Context: an optimization exercise on an open-source flow, tuned for small area. The choices shown serve that exercise and are no tape-out recipe.
The RTL was checked by simulation tests, not by an equivalence proof against the original design.

## v6
// board
module board(
    input clk,
    input rst,
    input [11:0] passSW,
    input T1btn,
    input T0btn,
    input Cbtn,
    output bnkLED,
    output t1LED,
    output t0LED,
    input counterSW,
    input bankSW,
    input chPASS,
    output a,
    output b,
    output c,
    output d,
    output e,
    output f,
    output g,
    output an0,
    output an1,
    output an2,
    output an3,
    output Wait
    );
  reg n0, n1, nc, T0btn_c, T1btn_c, Cbtn_c;
  reg s0, s1, sc, p0, p1, pc;
  always @(posedge clk or posedge rst)
    if (rst) begin
      n0 <= 1'b0; n1 <= 1'b0; nc <= 1'b0;
    end else begin
      n0 <= T0btn; n1 <= T1btn; nc <= Cbtn;
    end
  always @(posedge clk) begin
    s0 <= n0; s1 <= n1; sc <= nc;
    p0 <= s0; p1 <= s1; pc <= sc;
    T0btn_c <= s0 & ~p0; T1btn_c <= s1 & ~p1; Cbtn_c <= sc & ~pc;
  end
  reg bankLed, T0led, T1led, WaitR, waitswho;
  reg [11:0] passT0, passT1;
  reg [7:0] C, O, totalCus;
  reg last1, trig;
  assign bnkLED = bankLed;
  assign t0LED = T0led;
  assign t1LED = T1led;
  assign Wait = WaitR;
  wire [2:0] operation = {bankSW, counterSW, chPASS};
  wire anyWaiting = (totalCus != C);
  wire readyForClose = (~(T1led | T0led) & ~anyWaiting) | ~bankLed;
  ...
Size in the first run: roughly 480 cells after synthesis, ~4400 µm² of cells after synthesis.
export LEC_CHECK = 0
export ABC_AREA = 1
export CAP_MARGIN = 20
export CORE_MARGIN = 2
export CORE_UTILIZATION = 90
export SLEW_MARGIN = 20
create_clock -name core_clock -period 10.0 [get_ports {clk}]
standard.sh (not shown) runs the stock make flow with config.mk's settings and CLKGATE_MAP_FILE= SYNTH_SCRIPT=/design/flow/synth_recipe.tcl, a recipe that flattens the netlist after the stock synthesis.
==> flow/flow/run.sh <==
#!/bin/bash
# Layout flow: the standard synthesis, then the combinational logic is
# re-mapped for area (registers kept as they are), then the standard ORFS
# layout with small port buffers and a clock tree without dummy loads.
set -euo pipefail
W=$(pwd)
F=$W/flow
R=$W/orfs/results/$FLOW_PLATFORM/board/base
L=$W/orfs/logs/$FLOW_PLATFORM/board/base

# 1. standard synthesis
bash standard.sh synth > $W/1_standard_synth.log 2>&1

# 2. area re-mapping of the combinational logic
cp $R/1_2_yosys.v $W/1_2_yosys_standard.v
DU=$(grep -o -- "-dont_use [A-Za-z0-9_]*" $L/1_2_yosys.log | awk '{print $2}' | sort -u | tr '\n' ' ')
REMAP_IN=$W/1_2_yosys_standard.v REMAP_OUT=$W/1_2_yosys_remap.v \
REMAP_LIB=$FLOW_HOME/platforms/$FLOW_PLATFORM/lib/sky130_fd_sc_hd__tt_025C_1v80.lib \
REMAP_ABC=$F/abc REMAP_DONTUSE="$DU" \
  yosys -c $F/remap.tcl > $W/2_remap.log 2>&1
cp $W/1_2_yosys_remap.v $R/1_2_yosys.v
rm -f $R/1_synth.odb $R/1_synth.sdc
bash standard.sh synth > $W/3_synth_odb.log 2>&1

# 3. the rest of the standard layout
export BUFFER_PORTS_ARGS="-buffer_cell sky130_fd_sc_hd__buf_1"
export CTS_ARGS="-sink_clustering_enable -repair_clock_nets -dont_use_dummy_load -buf_list sky130_fd_sc_hd__clkbuf_8 -sink_clustering_size 30 -sink_clustering_max_diameter 100"
bash standard.sh > $W/4_standard_layout.log 2>&1
Other scripts of this flow, unchanged in this note and not shown: flow/flow/abc/d0.abc, flow/flow/abc/d5.abc, flow/flow/abc/e1.abc, flow/flow/abc/e2.abc, flow/flow/abc/e3.abc, flow/flow/abc/e6.abc, flow/flow/abc/e7.abc, flow/flow/remap.tcl
v6: it failed with a tool error in global placement without I/O (3_1_place_gp_skip_io), so there are no final results.
Changes in v7 relative to v6:
==> flow/flow/abc/b1.abc (new file) <==
strash
dch
amap
topo
==> flow/flow/abc/c2.abc (new file) <==
strash
balance
rewrite
refactor
balance
rewrite -z
refactor -z
rewrite -z
balance
dch
amap
topo
==> flow/flow/abc/c6.abc (new file) <==
strash
dc2
dch
amap
topo
==> flow/flow/abc/c8.abc (new file) <==
strash
dch
amap -F 2 -A 50
topo
==> flow/flow/abc/f2.abc (new file) <==
strash
balance -l
rewrite -l
refactor -l
balance -l
rewrite -z -l
refactor -z -l
rewrite -z -l
balance -l
dch
amap
topo
==> flow/flow/abc/f4.abc (new file) <==
strash
dc2 -l
dch
amap
topo
==> flow/flow/abc/f5.abc (new file) <==
strash
irw
irws
dch
amap
topo
==> flow/flow/abc/f6.abc (new file) <==
strash
balance
rewrite
refactor
balance
rewrite -z
refactor -z
rewrite -z
balance
refactor -z -N 15
dch
amap
topo
==> flow/flow/abc/f7.abc (new file) <==
strash
multi -m
sop
fx
strash
dch
amap
topo
diff --git a/flow/config.mk b/flow/config.mk
--- a/flow/config.mk
+++ b/flow/config.mk
@@ -11 +11 @@
-export CORE_UTILIZATION = 90
+export CORE_UTILIZATION = 80
Notes after the runs:
Summary across v7 and v6: the single failing run is v6.
Stage in which a tool error killed v6: global placement without I/O (3_1_place_gp_skip_io).
In the tables for v7 and v6, post-synthesis average cell area reads lower with v6.
Starting density of the core on v7 is down relative to v6.
Relative to v6, die extent in x has increased by about 5.6% in v7.
The die outline height of v7 exceeds that of v6 by 5.6%.
In v7 relative to v6, number of placement rows had gone up by a few percent.
Relative to v6, count of mapped cells out of synthesis has decreased by 5 in v7.
Changes observed in v7 relative to v6: post-synthesis net count dropped 5; synthesized area barely changed.

-- afterwards: timing with drivers on the ports --
The flow's constraints put no driver on any port. The routed layout listed below was extracted and timed again, unchanged, in two steps. Step 1 (the two cells are an assumption about what drives the block):
set clk [get_ports {clk}]
set_driving_cell -lib_cell sky130_fd_sc_hd__clkbuf_16 $clk
set_driving_cell -lib_cell sky130_fd_sc_hd__buf_2 [delete_from_list [all_inputs] $clk]
Step 2 times the ports against the registers' clock, not the clock port: input delays grow and output delays shrink by t, the midpoint of the rising clock arrivals with the driver on. a / b / c = ideal ports / drivers / drivers and shift; a / b = the first two.
run: v7
t, ns: 0.377
slack for setup (ns): 3.769 / 3.770 / 3.393
worst data-port slew with drivers (ns): 0.05
After both steps setup and hold are still met in v7. For v7, drivers alone change the setup slack by +0.001 ns; drivers and shift together by -0.376 ns.
